This design comes from an exercise in tuning for small area, a short achievable clock period and few clock cycles on the open sky130 flow, not from production work.
Where RTL was checked, it was by simulation tests only, not by an equivalence proof against the original.
Power and IR drop assume default switching activity.

## delta
// Mips_Processor
module Mips_Processor (
    input             clk,
    input             rst,
    output     [15:0] mem_addr,
    output            mem_wr,
    output     [15:0] mem_wdata,
    input      [15:0] mem_rdata,
    output reg        wb_we,
    output reg [3:0]  wb_rd,
    output reg [15:0] wb_data
);
Size: ~2800 cells after synthesis, about 410 flip-flops, ~72 I/O pins, ~28000 µm² of cells after synthesis.
Settings: LEC_CHECK=0, CAP_MARGIN=20, CORE_MARGIN=2, CORE_UTILIZATION=40, PLACE_DENSITY=0.6, SLEW_MARGIN=20; clock period 11.0 ns.
standard.sh (not shown) runs the stock make flow with config.mk's settings and CLKGATE_MAP_FILE= SYNTH_SCRIPT=/design/flow/synth_recipe.tcl, a recipe that flattens the netlist after the stock synthesis.
==> flow/flow/run.sh <==
#!/bin/bash
# Standard layout, with timing repair aimed at 7.2 ns of setup slack.
set -euo pipefail
bash standard.sh SETUP_SLACK_MARGIN=7.2 finish > flow_make.log 2>&1
Inputs modified between delta and epsilon:
==> flow/flow/run.sh <==
#!/bin/bash
# Standard layout, with timing repair aimed at 7 ns of setup slack.
set -euo pipefail
bash standard.sh SETUP_SLACK_MARGIN=7 finish > flow_make.log 2>&1
==> comparison <==
- Routed wire length in epsilon vs delta: down 2000 µm
- Between epsilon and delta, the internal reg-to-reg setup slack is higher for epsilon.
- Going from delta to epsilon, total power consumption of the routed design went up about 1.8%, post-layout instance count excluding filler cells dropped 30.
- Going from delta to epsilon, clock latency on the worst-skew pair neither gained nor lost much, met2 track demand over resource lost 1.4 points.
- Summary of the comparison: minimum clock period after layout is lower in epsilon, relative to delta.
Function was not checked in any run of this note: the RTL went through the layout flow alone.

* * *

Another version of the RTL of Mips_Processor (not shown whole).
Size in the first run: roughly 2700 cells after synthesis, about 450 flip-flops, roughly 28000 um^2 of cells after synthesis.
Design Mips_Processor, start of the top module:
module Mips_Processor (
    input             clk,
    input             rst,
    output     [15:0] mem_addr,
    output            mem_wr,
    output     [15:0] mem_wdata,
    input      [15:0] mem_rdata,
    output reg        wb_we,
    output reg [3:0]  wb_rd,
    output reg [15:0] wb_data
);
    localparam OP_ADD  = 4'd0,  OP_ADDM = 4'd1,  OP_SUB = 4'd2,  OP_ADDI = 4'd3;
    localparam OP_MUL  = 4'd4,  OP_AND  = 4'd5,  OP_SHL = 4'd6,  OP_LW   = 4'd7;
    localparam OP_LWI  = 4'd8,  OP_SW   = 4'd9,  OP_SWI = 4'd10, OP_CLR  = 4'd11;
    localparam OP_LI   = 4'd12, OP_CMP  = 4'd13, OP_BNE = 4'd14, OP_J    = 4'd15;
    function writes_reg(input [3:0] op);
        writes_reg = (op == OP_ADD) || (op == OP_ADDM) || (op == OP_SUB) || (op == OP_ADDI) ||
                     (op == OP_AND) || (op == OP_SHL) || (op == OP_LW) || (op == OP_LWI) ||
                     (op == OP_CLR) || (op == OP_LI);
    endfunction
    function uses_ba(input [3:0] op);
        uses_ba = (op == OP_ADDM) || (op == OP_LW) || (op == OP_LWI) || (op == OP_SW) || (op == OP_SWI);
    endfunction
    function is_load(input [3:0] op);
        is_load = (op == OP_ADDM) || (op == OP_LW) || (op == OP_LWI);
    endfunction
    function b_is_reg(input [3:0] op);
        b_is_reg = (op == OP_ADD) || (op == OP_SUB) || (op == OP_MUL) || (op == OP_AND) || (op == OP_CMP);
    endfunction
    function real_rd(input [3:0] r);
        real_rd = (r != 4'd0) && (r != 4'd9) && (r != 4'd12) && (r != 4'd13);
    endfunction
    function is_hilo(input [3:0] r);
        is_hilo = (r == 4'd12) || (r == 4'd13);
    endfunction
    function [20:0] ks20(input [19:0] a, input [19:0] b, input cin);
        reg [19:0] g, p, gg, pp;
        integer i, d;
        begin
            g = a & b;
            p = a ^ b;
            gg = g;
            pp = p;
            gg[0] = g[0] | (p[0] & cin);
            for (d = 1; d < 20; d = d * 2)
                for (i = 19; i >= d; i = i - 1) begin
                    gg[i] = gg[i] | (pp[i] & gg[i - d]);
                    pp[i] = pp[i] & pp[i - d];
                end
            ks20 = {gg[19], p ^ {gg[18:0], cin}};
        end
    endfunction
    reg  [15:0] pc, tgt;
    reg         tsel;
    reg         d_valid;
    reg  [15:0] d_ir;
    reg         d_ba, d_rd1, d_rd2, d_isbne, d_hl;
  ...
Settings: LEC_CHECK=0, CAP_MARGIN=20, CORE_MARGIN=2, CORE_UTILIZATION=55, PLACE_DENSITY=0.7, SLEW_MARGIN=20; clock period 11.0 ns.
==> flow/flow/run.sh <==
#!/bin/bash
# Standard layout with extra make settings: a tighter timing-repair target,
# and the settings listed on the make line below.
set -euo pipefail
bash standard.sh 'SETUP_SLACK_MARGIN=7' 'BUFFER_PORTS_ARGS=-buffer_cell sky130_fd_sc_hd__buf_4' finish > flow_make.log 2>&1
Next try:
- CORE_UTILIZATION: 55 -> 40
- PLACE_DENSITY: 0.7 -> 0.6
Result: Sequential cell count is unchanged; core utilization went down by 17 points; worst setup slack gets better by 0.068 ns; first-iteration DRC count went down by 4.0%; synthesized area stays the same; via count hardly moves; final area went up by 1.9%; clock-buffer cell count is unchanged; hold slack stays flat; die area went up by about 37%.
No run of this note included a check of the RTL's function; only the layout flow was run.

* * *

== run A ==
Mips_Processor, a different RTL version from the one above (not shown whole).
Size: ~460 flip-flops, roughly 0.027 mm^2 of cells after synthesis.
// Mips_Processor
module Mips_Processor (
    input             clk,
    input             rst,
    output     [15:0] mem_addr,
    output            mem_wr,
    output     [15:0] mem_wdata,
    input      [15:0] mem_rdata,
    output reg        wb_we,
    output reg [3:0]  wb_rd,
    output reg [15:0] wb_data
);
==> flow/config.mk <==
export PLATFORM = sky130hd
export DESIGN_NAME = Mips_Processor
export DESIGN_NICKNAME = Mips_Processor
export VERILOG_FILES = /design/flow/design.v
export SDC_FILE = /design/flow/constraint.sdc
export NUM_CORES = 4
export LEC_CHECK = 0
export ABC_AREA = 1
export CAP_MARGIN = 20
export CORE_MARGIN = 2
export CORE_UTILIZATION = 40
export CTS_BUF_LIST = sky130_fd_sc_hd__clkbuf_8
export PLACE_DENSITY = 0.6
export SLEW_MARGIN = 20
==> flow/constraint.sdc <==
create_clock -name core_clock -period 11.0 [get_ports {clk}]
set_input_delay 2.2000 -clock core_clock [delete_from_list [all_inputs] [get_ports {clk}]]
set_output_delay 2.2000 -clock core_clock [all_outputs]
set_load 0.01 [all_outputs]
Scripts as last shown in full above: flow/flow/run.sh
The flow did not stop early for run A: all stages ran, and the layout cleared the timing, design-rule and antenna checks.
Testbench counts of run A, summed over its fixed seeds: cycles 23,254.
Here is what was changed in the inputs of run B compared with run A.
Settings: an added CTS_CLUSTER_SIZE of 30; a deleted CTS_BUF_LIST that had been sky130_fd_sc_hd__clkbuf_8; an added CTS_CLUSTER_DIAMETER of 80.
==> flow/flow/run.sh <==
#!/bin/bash
# Standard layout with extra make settings: a tighter timing-repair target,
# and the settings listed on the make line below.
set -euo pipefail
bash standard.sh 'SETUP_SLACK_MARGIN=7.15' 'BUFFER_PORTS_ARGS=-buffer_cell sky130_fd_sc_hd__buf_4' finish > flow_make.log 2>&1
==> comparison <==
Delta(first-pass GRT wire length, run B - run A) < 0. Relative to run A, met2 routing resource usage after global routing has decreased by 0.52 points in run B. The final reports for run B and run A show via count lower in the former. The routed wire length in run B sits about 1.5% below the value recorded for run A. Core utilization: run B lower than run A.
--- input diff run B..run C ---
==> flow/flow/run.sh <==
#!/bin/bash
# Standard layout with extra make settings: a tighter timing-repair target,
# and the settings listed on the make line below.
set -euo pipefail
bash standard.sh 'SETUP_SLACK_MARGIN=7' 'BUFFER_PORTS_ARGS=-buffer_cell sky130_fd_sc_hd__buf_4' finish > flow_make.log 2>&1
[summary]
| multi-input combinational area share | run B vs run C | ≈ equal |. Of run C and run B, it is run C that has the higher maximum number of pins on one net before global-route repair. Comparing run C with run B, the clock transition at the registers of the reported paths came out essentially unchanged.
The following lists how run D was set up differently from run C:
Settings: changing CTS_CLUSTER_SIZE from 30 to 24; changing CTS_CLUSTER_DIAMETER from 80 to 70.
==> run notes <==
Looking at cell with the biggest individual delay on the critical path, the dfxtp_1 result is from run D; the edfxtp_1 one comes from run C. Run D vs run C — clock power share rose 1.0 points. Compared to run C, run D has minimum clock period 0.019 ns lower. Run D against run C: global-route usage now sits higher, max-cap check violation count saw little to no change. Compared with run C, run D shows a lower slew at the pin with the worst max-slew slack. On met3 demand-to-capacity share in global routing: between run D and run C, it ends up higher for run C.
Input-level comparison between run E and run D:
==> flow/flow/run.sh <==
#!/bin/bash
# Standard layout with extra make settings: a tighter timing-repair target,
# and the settings listed on the make line below.
set -euo pipefail
bash standard.sh 'SETUP_SLACK_MARGIN=7.15' 'BUFFER_PORTS_ARGS=-buffer_cell sky130_fd_sc_hd__buf_4' finish > flow_make.log 2>&1
### Flow results
Diff run D and run E: power lower in run D
Compared with run D, run E shows met3 usage lower by 0.57 points.
On final critical-path required period, run D loses to run E.
Global-route usage in run E is 0.27 points lower than in run D

* * *

== main ==
Another version of the RTL of Mips_Processor (not shown whole).
Size: roughly 2800 cells after synthesis, about 72 I/O pins.
export LEC_CHECK = 0
export CAP_MARGIN = 20
export CORE_MARGIN = 2
export CORE_UTILIZATION = 40
export PLACE_DENSITY = 0.6
export SLEW_MARGIN = 20
create_clock -name core_clock -period 11.0 [get_ports {clk}]
==> flow/flow/run.sh <==
#!/bin/bash
# Standard layout with extra make settings: a tighter timing-repair target,
# and the settings listed on the make line below.
set -euo pipefail
bash standard.sh 'SETUP_SLACK_MARGIN=7.5' 'BUFFER_PORTS_ARGS=-buffer_cell sky130_fd_sc_hd__buf_4' finish > flow_make.log 2>&1
Testbench counts of main, summed over its fixed seeds: cycles 23,254.
> inputs changed (main -> the feature branch)
==> flow/flow/run.sh <==
#!/bin/bash
# Standard layout with extra make settings: a tighter timing-repair target,
# and the settings listed on the make line below.
set -euo pipefail
bash standard.sh 'SETUP_SLACK_MARGIN=7' 'BUFFER_PORTS_ARGS=-buffer_cell sky130_fd_sc_hd__buf_4' finish > flow_make.log 2>&1
Notes after the runs:
- The feature branch | stages: all done | timing, DRC, antenna: all pass
- The clock distribution area overhead in the final layout in the feature branch sits 0.23 points above the value recorded for main.
- Maximum buffer depth of the clock tree came out exactly the same in main and the feature branch.
- The clock group share of total power of the feature branch exceeds that of main by 1.4 points.
- Going from main to the feature branch, met2 layer wire length in the routed design shrinks by 2.6 mm.
- Compared with main, the feature branch shows combinational power that has gone down by more than 10%.
- [the feature branch] proportion of power drawn by combinational gates fell 4.8 points relative to main
- The feature branch ended with more flip-flop and latch share of the layout cell area than main.

-- re-timing with driven ports --
No port has a modelled driver above. Below, the same layouts with a new extraction and two added sets of constraints.
Step 1 (the two cells are an assumption about what drives the block):
set clk [get_ports {clk}]
set_driving_cell -lib_cell sky130_fd_sc_hd__clkbuf_16 $clk
set_driving_cell -lib_cell sky130_fd_sc_hd__buf_2 [delete_from_list [all_inputs] $clk]
Step 2 times the ports against the registers' clock, not the clock port: input delays grow and output delays shrink by t, the midpoint of the rising clock arrivals with the driver on.
Slacks: ideal / step 1 / step 2; pairs: ideal / step 1.
| run | t (ns) | slack for setup (ns) | worst setup path after step 2 | clock arrival spread, ns | pins driven straight from the clock port |
|---|---|---|---|---|---|
| delta | 0.679 | 6.148 / 6.170 / 5.491 | input to register | 0.054 / 0.054 | 1 |
| epsilon | 0.680 | 6.166 / 6.186 / 5.505 | input to register | 0.035 / 0.035 | 1 |
| the first run of note 2 | 0.661 | 6.908 / 6.871 / 6.259 | input to register | 0.019 / 0.018 | 1 |
| the second run of note 2 | 0.698 | 6.976 / 6.935 / 6.298 | input to register | 0.071 / 0.072 | 1 |
| run A | 0.748 | 7.085 / 7.019 / 6.419 | input to register | 0.063 / 0.063 | 1 |
| run B | 0.709 | 7.160 / 7.093 / 6.592 | input to register | 0.098 / 0.098 | 1 |
| run C | 0.696 | 7.034 / 6.968 / 6.489 | input to register | 0.099 / 0.098 | 1 |
| run D | 0.652 | 7.053 / 6.988 / 6.527 | input to register | 0.051 / 0.052 | 1 |
| run E | 0.645 | 7.166 / 7.101 / 6.558 | input to register | 0.055 / 0.055 | 1 |
| main | 0.686 | 6.856 / 6.789 / 6.265 | input to register | 0.034 / 0.034 | 1 |
| the feature branch | 0.691 | 6.891 / 6.826 / 6.343 | input to register | 0.041 / 0.041 | 1 |
After both steps setup and hold are still met in every run listed. For the second run of note 2, which loses most, drivers alone change the setup slack by -0.041 ns; drivers and shift together by -0.678 ns.
